This is an optimization exercise on Yosys and OpenROAD, whose aim is small area, not a production implementation.
Only simulation tests tie the RTL to the original design; equivalence was not proved.
The clock port is modelled as an ideal driver, which makes a skipped or thinned clock tree look cheaper than it is; a real chip needs a root buffer or a tree.
Power is estimated from default activity; no workload was simulated.

===== flow/flow/run.sh =====
#!/bin/bash
# Layout flow: standard synthesis, an own area-oriented synthesis (used only
# if its registers match the standard one's and it is smaller), then the
# standard ORFS flow with these layout changes:
#  - the constant outputs share one tie cell (ties.tcl);
#  - ports are buffered with buf_1 instead of clkdlybuf4s50_1;
#  - the clock tree is a single clock buffer (clock.tcl).
set -euo pipefail
W=$(pwd)
R=$W/orfs/results/sky130hd/S1/base
bash standard.sh synth > "$W/std_synth.log" 2>&1
cp "$R/1_2_yosys.v" "$W/std_1_2_yosys.v"
if bash flow/synth.sh > "$W/own_synth.log" 2>&1 &&
   python3 flow/regs.py "$W/std_1_2_yosys.v" "$W/own/orfs/results/sky130hd/S1/base/1_2_yosys.v" > "$W/regs.log" 2>&1; then
  cp "$W/own/orfs/results/sky130hd/S1/base/1_2_yosys.v" "$R/1_2_yosys.v"
  touch "$R/1_2_yosys.v"
  rm -f "$R/1_synth.odb"
  echo "using own synthesis" | tee -a "$W/regs.log"
else
  echo "using standard synthesis" | tee -a "$W/regs.log"
fi
bash standard.sh \
  SKIP_REPAIR_TIE_FANOUT=1 \
  "POST_FLOORPLAN_TCL=$W/flow/ties.tcl" \
  "BUFFER_PORTS_ARGS=-buffer_cell sky130_fd_sc_hd__buf_1" \
  "CTS_ARGS=-root_buf sky130_fd_sc_hd__clkbuf_4 -buf_list sky130_fd_sc_hd__clkbuf_4 -dont_use_dummy_load" \
  "POST_CTS_TCL=$W/flow/clock.tcl" \
  finish > "$W/flow_make.log" 2>&1
test -f "$W/out/final.def"

===== flow/flow/area.abc =====
strash
dc2
dc2
dch -f
amap
topo

===== flow/flow/clock.tcl =====
# Collapse the clock tree to its root buffer: the design has only a few
# registers, which one clock buffer drives within the slew limit. Every
# register keeps the same clock path (port -> root buffer -> CLK pin).
set block [ord::get_db_block]
set clk [$block findNet clk]
set root ""
foreach it [$clk getITerms] {
  if {[$it isInputSignal]} { set root [$it getInst] }
}
set rootnet [[$root findITerm X] getNet]
puts "clock.tcl: root buffer [$root getName] ([[$root getMaster] getName])"
foreach it [$rootnet getITerms] {
  set inst [$it getInst]
  if {$inst eq $root} continue
  if {![string match "sky130_fd_sc_hd__clkbuf_*" [[$inst getMaster] getName]]} continue
  set out [[$inst findITerm X] getNet]
  foreach s [$out getITerms] {
    if {[$s getInst] eq $inst} continue
    $s disconnect
    $s connect $rootnet
  }
  puts "clock.tcl: removed [$inst getName]"
  odb::dbInst_destroy $inst
  odb::dbNet_destroy $out
}
if {[info exists ::env(CLOCK_ROOT_CELL)]} {
  $root swapMaster [[ord::get_db] findMaster $::env(CLOCK_ROOT_CELL)]
}

===== flow/flow/regs.py =====
# regs.py A.v B.v: exit 0 if both netlists have the same registers (instance
# name and cell type, drive strength aside).
import re, sys
def regs(f):
    t = open(f).read()
    out = set()
    for m in re.finditer(r'(sky130_fd_sc_hd__(\w+?)_\d+)\s+(\\\S+|\S+)\s*\(', t):
        if re.match(r'(df|edf|sdf|dl)', m.group(2)):
            out.add((m.group(2), m.group(3)))
    return out
a, b = regs(sys.argv[1]), regs(sys.argv[2])
print("registers:", len(a), len(b), "same" if a == b else "DIFFERENT")
sys.exit(0 if a == b and a else 1)

===== flow/flow/synth.sh =====
#!/bin/bash
# Own synthesis: the standard synthesis script with two changes to ORFS's
# synth.tcl: no extract_fa (half adders with unused outputs), and an
# area-oriented ABC script instead of the speed script. Registers come out
# of the same Yosys passes, so their names and cells are the standard ones;
# run.sh checks that before using this netlist.
set -euo pipefail
W=$(pwd)
mkdir -p "$W/own"
sed -e 's|^\(\s*\)extract_fa {\*}\[dont_use_extract_fa_args\]|\1# extract_fa skipped|' \
    -e "s|^\(\s*\)log_cmd abc {\*}\$abc_args|\1log_cmd abc -script $W/flow/area.abc {*}[lrange \$abc_args 2 end]|" \
    "$FLOW_HOME/scripts/synth.tcl" > "$W/own/synth.tcl"
grep -q "extract_fa skipped" "$W/own/synth.tcl"
grep -q "flow/area.abc" "$W/own/synth.tcl"
sed -e "s|source \$::env(SCRIPTS_DIR)/synth.tcl|source $W/own/synth.tcl|" "$W/synth_recipe.tcl" > "$W/own/synth_recipe.tcl"
grep -q "own/synth.tcl" "$W/own/synth_recipe.tcl"
make -C "$FLOW_HOME" DESIGN_CONFIG="$W/config.mk" WORK_HOME="$W/own/orfs" CLKGATE_MAP_FILE= \
  SYNTH_SCRIPT="$W/own/synth_recipe.tcl" synth

===== flow/flow/ties.tcl =====
# Drive every constant output from a single conb_1 tie cell: remove the
# buffers between tie cells and ports, then move the HI loads onto the HI pin
# of the cell that drives the LO loads (or the other way round).
remove_buffers
set block [ord::get_db_block]
set ties {}
foreach inst [$block getInsts] {
  if {[[$inst getMaster] getName] eq "sky130_fd_sc_hd__conb_1"} { lappend ties $inst }
}
puts "ties.tcl: [llength $ties] tie cells"
if {[llength $ties] > 1} {
  set keep [lindex $ties 0]
  foreach t [lrange $ties 1 end] {
    foreach pin {HI LO} {
      set it [$t findITerm $pin]
      set net [$it getNet]
      if {$net eq "NULL"} continue
      set kit [$keep findITerm $pin]
      set knet [$kit getNet]
      $it disconnect
      if {$knet eq "NULL"} {
        $kit connect $net
      } else {
        # merge: move every other pin and port of net onto knet
        foreach o [$net getITerms] { $o disconnect; $o connect $knet }
        foreach b [$net getBTerms] { $b connect $knet }
        odb::dbNet_destroy $net
      }
    }
    odb::dbInst_destroy $t
  }
}

===== flow/standard.sh =====
#!/bin/bash
# synth_recipe.tcl (not shown) runs the flow's synth.tcl, then flattens the netlist and writes it again
# the make line also repeats each setting of config.mk as NAME=value (left out here)
make -C /OpenROAD-flow-scripts/flow DESIGN_CONFIG=/design/flow/config.mk WORK_HOME=/design/flow/orfs CLKGATE_MAP_FILE= SYNTH_SCRIPT=/design/flow/synth_recipe.tcl "${@:-finish}"

===== flow/config.mk =====
export PLATFORM = sky130hd
export DESIGN_NAME = S1
export DESIGN_NICKNAME = S1
export VERILOG_FILES = /design/flow/design.v
export SDC_FILE = /design/flow/constraint.sdc
export NUM_CORES = 4
export LEC_CHECK = 0
export CAP_MARGIN = 20
export CORE_AREA = 2 2 60 60
export DIE_AREA = 0 0 62 62
export SLEW_MARGIN = 20

===== flow/constraint.sdc =====
create_clock -name core_clock -period 4.0 [get_ports {clk}]
set_input_delay 0.8000 -clock core_clock [delete_from_list [all_inputs] [get_ports {clk}]]
set_output_delay 0.8000 -clock core_clock [all_outputs]
set_load 0.01 [all_outputs]

===== flow/design.v =====
module S1(clk,
	  rst,
	  RB1_RW,
	  RB1_A,
	  RB1_D,
	  RB1_Q,
	  sen,
	  sd);
  input clk, rst;
  output RB1_RW;
  output [4:0] RB1_A;
  output [7:0] RB1_D;
  input [7:0] RB1_Q;
  output sen;
  output reg sd;
  reg [4:0] c;
  reg [2:0] a;
  assign RB1_RW = 1'b1;
  assign RB1_D  = 8'd0;
  assign RB1_A  = c;
  wire j = c[4] & c[2] & c[0] & (c[1] ? c[3] : a[0]);
  assign sen = c[4] & (c[3] | c[2]) & ~(&c[3:0]);
  always @(posedge clk or posedge rst) begin
    if (rst) begin
      c <= 5'd28;
      a <= 3'd7;
    end else begin
      c <= (c - 5'd1) ^ {1'b0, j, 1'b0, j, 1'b0};
      a <= a + {2'b00, j};
    end
  end
  always @(posedge clk) begin
    if (~c[4] | ~(c[2] | c[1]))
      sd <= RB1_Q[~a];
    else if (c[2])
      sd <= a[2];
    else if (c[0])
      sd <= a[1];
    else
      sd <= a[0];
  end
endmodule

==> run_results.csv, run 1 <==
group,metric,value,unit
synth,syn_area,512,sq um
global_routing,grt_usage,7.28,%
synth,netlist_instances,61,
worst_setup_path,critPathKind,"reg2out",
route,drc,0,
global_routing,grt_max_degree,10,
floorplan,die_w,62,microns
route,dr.pass1.iters,4,
route,via_per_inst,3.80,
worst_setup_path,end_kind,"output pin",
timing,fin_crit_sh,48.7,%
global_routing,grt_pass1_vias,388,
synth,syn_avg_cell_area,8.39,sq um
timing,maxSlewViolCount,0,
worst_setup_path,cp_max_fo,6,
cts,cts_sinks,9,
job,maxCapViolCount,0,
placement,dp_hpwl,886,microns
floorplan,fp.dieArea,3840,sq um
timing,setup-violations-final,0,
route,wl_per_cell,9.17,microns
worst_setup_path,rr_startpoint,"a[0]$_DFF_PP1_",
worst_setup_path,reg2reg_slack,2.07,ns
route,wl_met2,545,microns
synth,yosys_warnings,1,
worst_setup_path,worst_setup_path_start_kind,"flip-flop",
finish,n_antenna_cell,0,
worst_setup_path,crit_chain,"and4_1 > nor2_1 > buf_1",
finish,fillCellCount,375,
route,drt_iter0_drc,13,
placement,post_dp_cell_area,558,sq um
worst_setup_path,crit_buf_inv,1,
worst_setup_path,cpPeakStageDelay,0.59,ns
finish,final_nets,81,
global_routing,antenna_found_initial,0,
route,routed_wl,1050,microns
finish,area_delta_synth_final,10.5,%
route,ant_nets,0,
route,highest_layer,"met4",
placement,port_buffers,16,
global_routing,overflow,0,
floorplan,core-area,3280,sq um
timing,setup-tns-final,0,ns
status,status,"no timing/DRC/antenna violations",
timing,rsz0062_at_grt,"no",
route,wl_met3,67,microns
timing,tightest_slew,0.595,ns
finish,utilization,17.2,%
hold_path,hp-class,"in2async",
cts,insertion_delay,0.16,ns
route,vias,433,
global_routing,grt_pass1_wl,1730,microns
worst_setup_path,cp-startpoint,"c[2]$_DFF_PP1_",
placement,gp_congestion,0.702,
timing,fmax,513,MHz
pwr,p_per_area,241,nW/um^2
pwr,p_leak,0.198,nW
timing,slew_headroom,59.9,%
worst_setup_path,cpLargestDelayFamily,"flip-flops",
timing,period_minus_slack,1.95,ns
worst_setup_path,crit_slowest_cell,"dfstp_2",
worst_setup_path,critPathRequiredTime,3.20,ns
worst_setup_path,cp_data_arrival_time,1.15,ns
finish,design_area,566,sq um
timing,hold_viol,0,
route,wl_met1,427,microns
synth,syn_nets,71,
floorplan,die_h,62,microns
floorplan,start_util,15.6,%
finish,drive_above_1_share,10.3,%
pwr,ir_drop,0.0456,mV
cts,path_clk_slew,0.10,ns
floorplan,pin_count,26,
timing,finClkSkew,0.000934,ns
floorplan,core.rowCount,21,
[final timing paths]
kind,end,depth (start not counted)
setup / recovery,sen,3
setup reg to reg,a[2]$_DFF_PP1_,8
hold reg to reg,a[1]$_DFF_PP1_,2
max in group asynchronous,c[4]$_DFF_PP1_,2
hold / removal,c[0]$_DFF_PP0_,2
min in group core_clock,a[1]$_DFF_PP1_,2
[area by class of cell]
class                           instances  area, sq um  area share [%]
Sequential cell                         9          228            40.3
Multi-Input combinational cell         35          186            33.0
Timing Repair Buffer                   16         60.1            10.6
Tap cell                               46         57.6            10.2
Inverter                                7         26.3            4.65
Clock buffer                            1         7.51            1.33
[worst register-to-register path: stages (launching register included)]
cell      delay [ns]
dfstp_2         0.57
clkinv_1        0.14
nor4_1          0.27
o21ai_0         0.25
nor2_1          0.20
clkinv_1        0.10
nor2_1          0.16
nor2_1          0.06
a21oi_1         0.12
[flip-flops by register name, indices dropped and copies added (netlist names)]
register,cells
sd,1
c,5
a,3
[report_power, final]
| part | total [W] | internal (W) | switching, W |
|---|---|---|---|
| Sequential | 0.0000912 | 0.0000912 | 0 |
| Combinational | 0.0000102 | 0.00000299 | 0.00000725 |
| Clock | 0.0000347 | 0.0000120 | 0.0000228 |
[through the flow]
step | total power [W] | hold slack, ns | instances | worst slack [ns]
3_3_place_gp | 0.000103 | 0.503 | 113 | 2.15
2_1_floorplan | 0.000106 | 0.469 | 61 | 2.28
5_1_grt | 0.000145 | 0.518 | 114 | 1.79
3_5_place_dp | 0.000103 | 0.504 | 113 | 2.09
6_report | 0.000136 | 0.510 | 114 | 2.05
[cells in the final DEF (no fill, tap or decap)]
cell type / count
buf_1: 16
nand3_1: 3
o31ai_1: 1
and4_1: 1
a21oi_1: 8
clkinv_1: 7
nor2_1: 10
a221oi_1: 1
nand2_1: 1
o221ai_1: 4
o21ai_0: 4
dfstp_2: 6
conb_1: 1
dfxtp_1: 1
nor4_1: 1
dfrtp_1: 2
clkbuf_4: 1
[layer usage]
| layer | up-vias | GRT usage (%) |
|---|---|---|
| li1 | 220 | - |
| met1 | 203 | 8.55 |
| met2 | 8 | 12.9 |
| met3 | 2 | 2.69 |
| met4 | 0 | 0.912 |
| met5 | - | 0 |
==> inputs of run 2 (changes only) <==
==> flow/design.v (replaced) <==
module S1(clk,
	  rst,
	  RB1_RW,
	  RB1_A,
	  RB1_D,
	  RB1_Q,
	  sen,
	  sd);
  input clk, rst;
  output RB1_RW;
  output [4:0] RB1_A;
  output [7:0] RB1_D;
  input [7:0] RB1_Q;
  output sen;
  output reg sd;
  reg [4:0] c;
  reg [2:0] b;
  assign RB1_RW = 1'b1;
  assign RB1_D  = 8'd0;
  assign RB1_A  = c;
  wire j = c[4] & c[2] & c[0] & (c[1] ? c[3] : ~b[0]);
  assign sen = c[4] & (c[3] | c[2]) & ~(&c[3:0]);
  always @(posedge clk or posedge rst) begin
    if (rst) begin
      c <= 5'd28;
      b <= 3'd0;
    end else begin
      c <= (c - 5'd1) ^ {1'b0, j, 1'b0, j, 1'b0};
      b <= b - {2'b00, j};
    end
  end
  always @(posedge clk) begin
    if (~c[4] | ~(c[2] | c[1]))
      sd <= RB1_Q[b];
    else if (c[2])
      sd <= ~b[2];
    else if (c[0])
      sd <= ~b[1];
    else
      sd <= ~b[0];
  end
endmodule
--- a/flow/flow/run.sh
+++ b/flow/flow/run.sh
@@ -10,14 +10,16 @@
 R=$W/orfs/results/sky130hd/S1/base
 bash standard.sh synth > "$W/std_synth.log" 2>&1
 cp "$R/1_2_yosys.v" "$W/std_1_2_yosys.v"
+std=$(grep "Chip area for module" "$W/orfs/reports/sky130hd/S1/base/synth_stat.txt" | awk '{print $NF}')
+echo "standard: $std" > "$W/regs.log"
 if bash flow/synth.sh > "$W/own_synth.log" 2>&1 &&
-   python3 flow/regs.py "$W/std_1_2_yosys.v" "$W/own/orfs/results/sky130hd/S1/base/1_2_yosys.v" > "$W/regs.log" 2>&1; then
-  cp "$W/own/orfs/results/sky130hd/S1/base/1_2_yosys.v" "$R/1_2_yosys.v"
+   python3 flow/regs.py "$W/std_1_2_yosys.v" "$W/own/best.v" >> "$W/regs.log" 2>&1; then
+  cp "$W/own/best.v" "$R/1_2_yosys.v"
   touch "$R/1_2_yosys.v"
   rm -f "$R/1_synth.odb"
-  echo "using own synthesis" | tee -a "$W/regs.log"
+  echo "using own synthesis" >> "$W/regs.log"
 else
-  echo "using standard synthesis" | tee -a "$W/regs.log"
+  echo "using standard synthesis" >> "$W/regs.log"
 fi
 bash standard.sh \
   SKIP_REPAIR_TIE_FANOUT=1 \
==> flow/flow/abc_1.abc (new file) <==
strash
dc2
dc2
dch -f
amap
topo
==> flow/flow/abc_2.abc (new file) <==
strash
dc2
dc2
dch
amap
topo
==> flow/flow/abc_3.abc (new file) <==
strash
dc2
balance -l
resub -K 6 -l
rewrite -l
resub -K 6 -N 2 -l
refactor -l
resub -K 8 -l
balance -l
resub -K 8 -N 2 -l
rewrite -l
resub -K 10 -l
rewrite -z -l
resub -K 10 -N 2 -l
balance -l
resub -K 12 -l
refactor -z -l
resub -K 12 -N 2 -l
rewrite -z -l
balance -l
dch -f
amap
topo
==> flow/flow/abc_4.abc (new file) <==
strash
dc2
dch -f
dc2
dch -f
amap
topo
==> flow/flow/abc_5.abc (new file) <==
strash
dc2
dch -f
amap -F 20 -A 30 -C 10000
topo
==> flow/flow/abc_6.abc (new file) <==
strash
dc2
dch -f
amap -m
topo
==> flow/flow/synth.sh (replaced) <==
#!/bin/bash
# Own synthesis: the standard synthesis script, with two changes to ORFS's
# synth.tcl: no extract_fa (it leaves half adders with unused outputs), and
# an area-oriented ABC script in place of the speed script. It is run once
# for each flow/abc_*.abc and the smallest netlist is kept in own/best.v.
# Registers come out of the same Yosys passes as in the standard synthesis;
# run.sh checks that before using the netlist.
set -euo pipefail
W=$(pwd)
mkdir -p "$W/own"
best=""; bestarea=""
for s in "$W"/flow/abc_*.abc; do
  n=$(basename "$s" .abc)
  d="$W/own/$n"
  mkdir -p "$d"
  sed -e 's|^\(\s*\)extract_fa {\*}\[dont_use_extract_fa_args\]|\1# extract_fa skipped|' \
      -e "s|^\(\s*\)log_cmd abc {\*}\$abc_args|\1log_cmd abc -script $s {*}[lrange \$abc_args 2 end]|" \
      "$FLOW_HOME/scripts/synth.tcl" > "$d/synth.tcl"
  grep -q "extract_fa skipped" "$d/synth.tcl"
  grep -q "$s" "$d/synth.tcl"
  sed -e "s|source \$::env(SCRIPTS_DIR)/synth.tcl|source $d/synth.tcl|" "$W/synth_recipe.tcl" > "$d/synth_recipe.tcl"
  grep -q "$d/synth.tcl" "$d/synth_recipe.tcl"
  if make -C "$FLOW_HOME" DESIGN_CONFIG="$W/config.mk" WORK_HOME="$d/orfs" CLKGATE_MAP_FILE= \
       SYNTH_SCRIPT="$d/synth_recipe.tcl" synth > "$d/make.log" 2>&1; then
    area=$(grep "Chip area for module" "$d/orfs/reports/sky130hd/S1/base/synth_stat.txt" | awk '{print $NF}')
    echo "$n: $area"
    if [[ -z "$bestarea" ]] || python3 -c "import sys; sys.exit(0 if float('$area') < float('$bestarea') else 1)"; then
      best="$d/orfs/results/sky130hd/S1/base/1_2_yosys.v"; bestarea=$area
    fi
  else
    echo "$n: failed"
  fi
done
test -n "$best"
echo "best: $best ($bestarea)"
cp "$best" "$W/own/best.v"
removed: flow/flow/area.abc
==> run 2 against run 1 <==
Setup slack better by 0.0045 ns. Total power increased by 3.2%. Area after synthesis down 1.2%. Sequential power barely moved. Critical endpoint unchanged. Flip-flop and latch count unchanged. Clock power increased by 9.2%. First-iteration DRC count up 120%. Non-clock buffer count is the same. Still clean on timing, DRC and antenna. Critical path type unchanged. Clock-buffer cell count did not move. Via count up 4.8%. Highest routed layer unchanged. Register-to-register slack improved by 0.17 ns. Critical path depth did not move.
==> run_results.csv, run 2 <==
group,metric,value,unit
cts,path_clk_slew,0.11,ns
worst_setup_path,cp_max_fo,6,
pwr,p_per_area,251,nW/um^2
timing,finClkSkew,0.000185,ns
finish,largest_registers,"c x5, b x3, sd x1",
global_routing,grt_pass1_wl,1840,microns
worst_setup_path,worst_setup_path_start_kind,"flip-flop",
timing,maxSlewViolCount,0,
finish,largest_reg_flops,5,
worst_setup_path,critPathRequiredTime,3.20,ns
timing,fin_crit_sh,48.6,%
finish,final_cell_mix,"buf_1 (16), nor2_1 (11), o21ai_0 (8)",
floorplan,pin_count,26,
route,drt_iter0_drc,28,
job,maxCapViolCount,0,
timing,hold_viol,0,
placement,gp_congestion,0.720,
floorplan,fp.dieArea,3840,sq um
timing,tightest_slew,0.588,ns
route,drc,0,
finish,fin_cells,115,
worst_setup_path,reg2reg_slack,2.24,ns
timing,setup-violations-final,0,
worst_setup_path,end_kind,"output pin",
cts,cts_sinks,9,
worst_setup_path,cp_data_arrival_time,1.14,ns
timing,worst_slack,2.06,ns
timing,period_minus_slack,1.94,ns
global_routing,antenna_found_initial,0,
placement,dp.cells,114,
global_routing,overflow,0,
route,ant_nets,0,
placement,place_ws,2.26,ns
floorplan,core.rowCount,21,
pwr,design_power_total,0.000141,W
global_routing,grt_usage,7.59,%
floorplan,die_w,62,microns
hold_path,hp-class,"in2async",
route,vias,454,
global_routing,grt_pass1_vias,444,
timing,setup-tns-final,0,ns
synth,syn_avg_cell_area,8.15,sq um
finish,drive_above_1_share,5.80,%
floorplan,start_util,15.4,%
worst_setup_path,reg2reg_depth,7,
timing,worst_hold_slack,0.513,ns
timing,slew_headroom,60.4,%
status,status,"no timing/DRC/antenna violations",
worst_setup_path,critPathKind,"reg2out",
floorplan,die_h,62,microns
finish,largest_register,"c",
synth,netlist_instances,62,
timing,rsz0062_at_grt,"no",
route,wl_per_cell,9.83,microns
floorplan,core-area,3280,sq um
finish,n_antenna_cell,0,
global_routing,grt_max_degree,10,
finish,fillCellCount,366,
finish,area_delta_synth_final,10.6,%
worst_setup_path,crit_slowest_cell,"dfstp_2",
synth,syn_area,505,sq um
pwr,p_leak,0.202,nW
route,routed_wl,1130,microns
pwr,ir_drop,0.0517,mV
finish,final_nets,82,
timing,fmax,515,MHz
route,via_per_inst,3.95,
worst_setup_path,crit_chain,"and4_1 > nor2_1 > buf_1",
placement,port_buffers,16,
placement,dp_hpwl,911,microns
worst_setup_path,cpPeakStageDelay,0.59,ns
synth,syn_nets,72,
cts,insertion_delay,0.16,ns
finish,layout_commonest_cell,"buf_1",
route,dr.pass1.iters,4,
synth,yosys_warnings,1,
worst_setup_path,rr_startpoint,"c[2]$_DFF_PP1_",
worst_setup_path,reg2reg_to,"b[2]$_DFF_PP0_",
run 2: cell count changes in the layout (fill, tap and decap cells not counted), sizes merged, moves of 3 or more:
| cell | change |
|---|---|
| o221ai | -3 |
| o22ai | +5 |
| dfstp | -3 |
| o21ai | +4 |
| a21oi | -3 |
| nand3 | -3 |
| dfrtp | +3 |
run 2: final cells by class:
type	instances	area, sq um	area share (%)
sequential	9	224	40.0
multi-input combinational	38	191	34.2
timing repair buffer	16	60.1	10.7
tap	46	57.6	10.3
inverter	5	18.8	3.36
clock buffer	1	7.51	1.34
run 2: routing by layer:
metal	vias to the layer above	track usage (%)	part of all wire, %
met5	-	0	0
met4	0	1.22	3.0
met3	5	2.48	11
met2	22	13.8	53
met1	205	8.71	33
li1	222	-	-
run 2: how the worst max path moves through the flow:
stage / from / endpoint / slack [ns] / cells past startpoint
global placement: c[2]$_DFF_PP1_ / sen / 2.28 / 3
floorplan: c[2]$_DFF_PP1_ / sen / 2.36 / 2
detailed placement: c[2]$_DFF_PP1_ / sen / 2.26 / 3
global route: c[2]$_DFF_PP1_ / sen / 2.00 / 3
finish: c[2]$_DFF_PP1_ / sen / 2.06 / 3
run 2: worst max-delay path, delay by kind of cell (launching register included):
kind                   cells  cell delay, ns
buffers and inverters      1            0.12
DFF                        1            0.59
and+or+nand+nor            2            0.26
run 2: stage by stage:
stage	instance area (sq um)	utilization (%)
2_1_floorplan	505	-
3_3_place_gp	552	16.8
3_5_place_dp	552	16.8
5_1_grt	559	17.0
6_report	559	17.0
run 2: report_power, final:
part / internal (W) / total (W) / switching [W] / leakage [nW]
registers: 0.0000910 / 0.0000910 / 0 / 0.0945
logic: 0.00000355 / 0.0000116 / 0.00000801 / 0.103
clock network: 0.0000120 / 0.0000379 / 0.0000259 / 0.00460

-- afterwards: timing with drivers on the ports --
In the flow no input, the clock included, has a driving cell. The finished layouts below were timed again as built, in two steps. Step 1, drivers: a clkbuf_16 drives clk and a buf_2 each remaining input, both assumed. Step 2 also shifts input and output timing later by t, the mid clock arrival at the registers, as if the neighbouring blocks saw the same clock. Slacks: no drivers / after step 1 / after step 2; pairs: no drivers / after step 1.
run	shift t [ns]	slack for setup (ns)	slew at the worst register clock pin (ns)
run 1	0.174	2.052 / 2.034 / 2.072	0.10 / 0.10
run 2	0.183	2.057 / 2.038 / 2.221	0.11 / 0.11
After both steps every run listed still meets setup and hold.
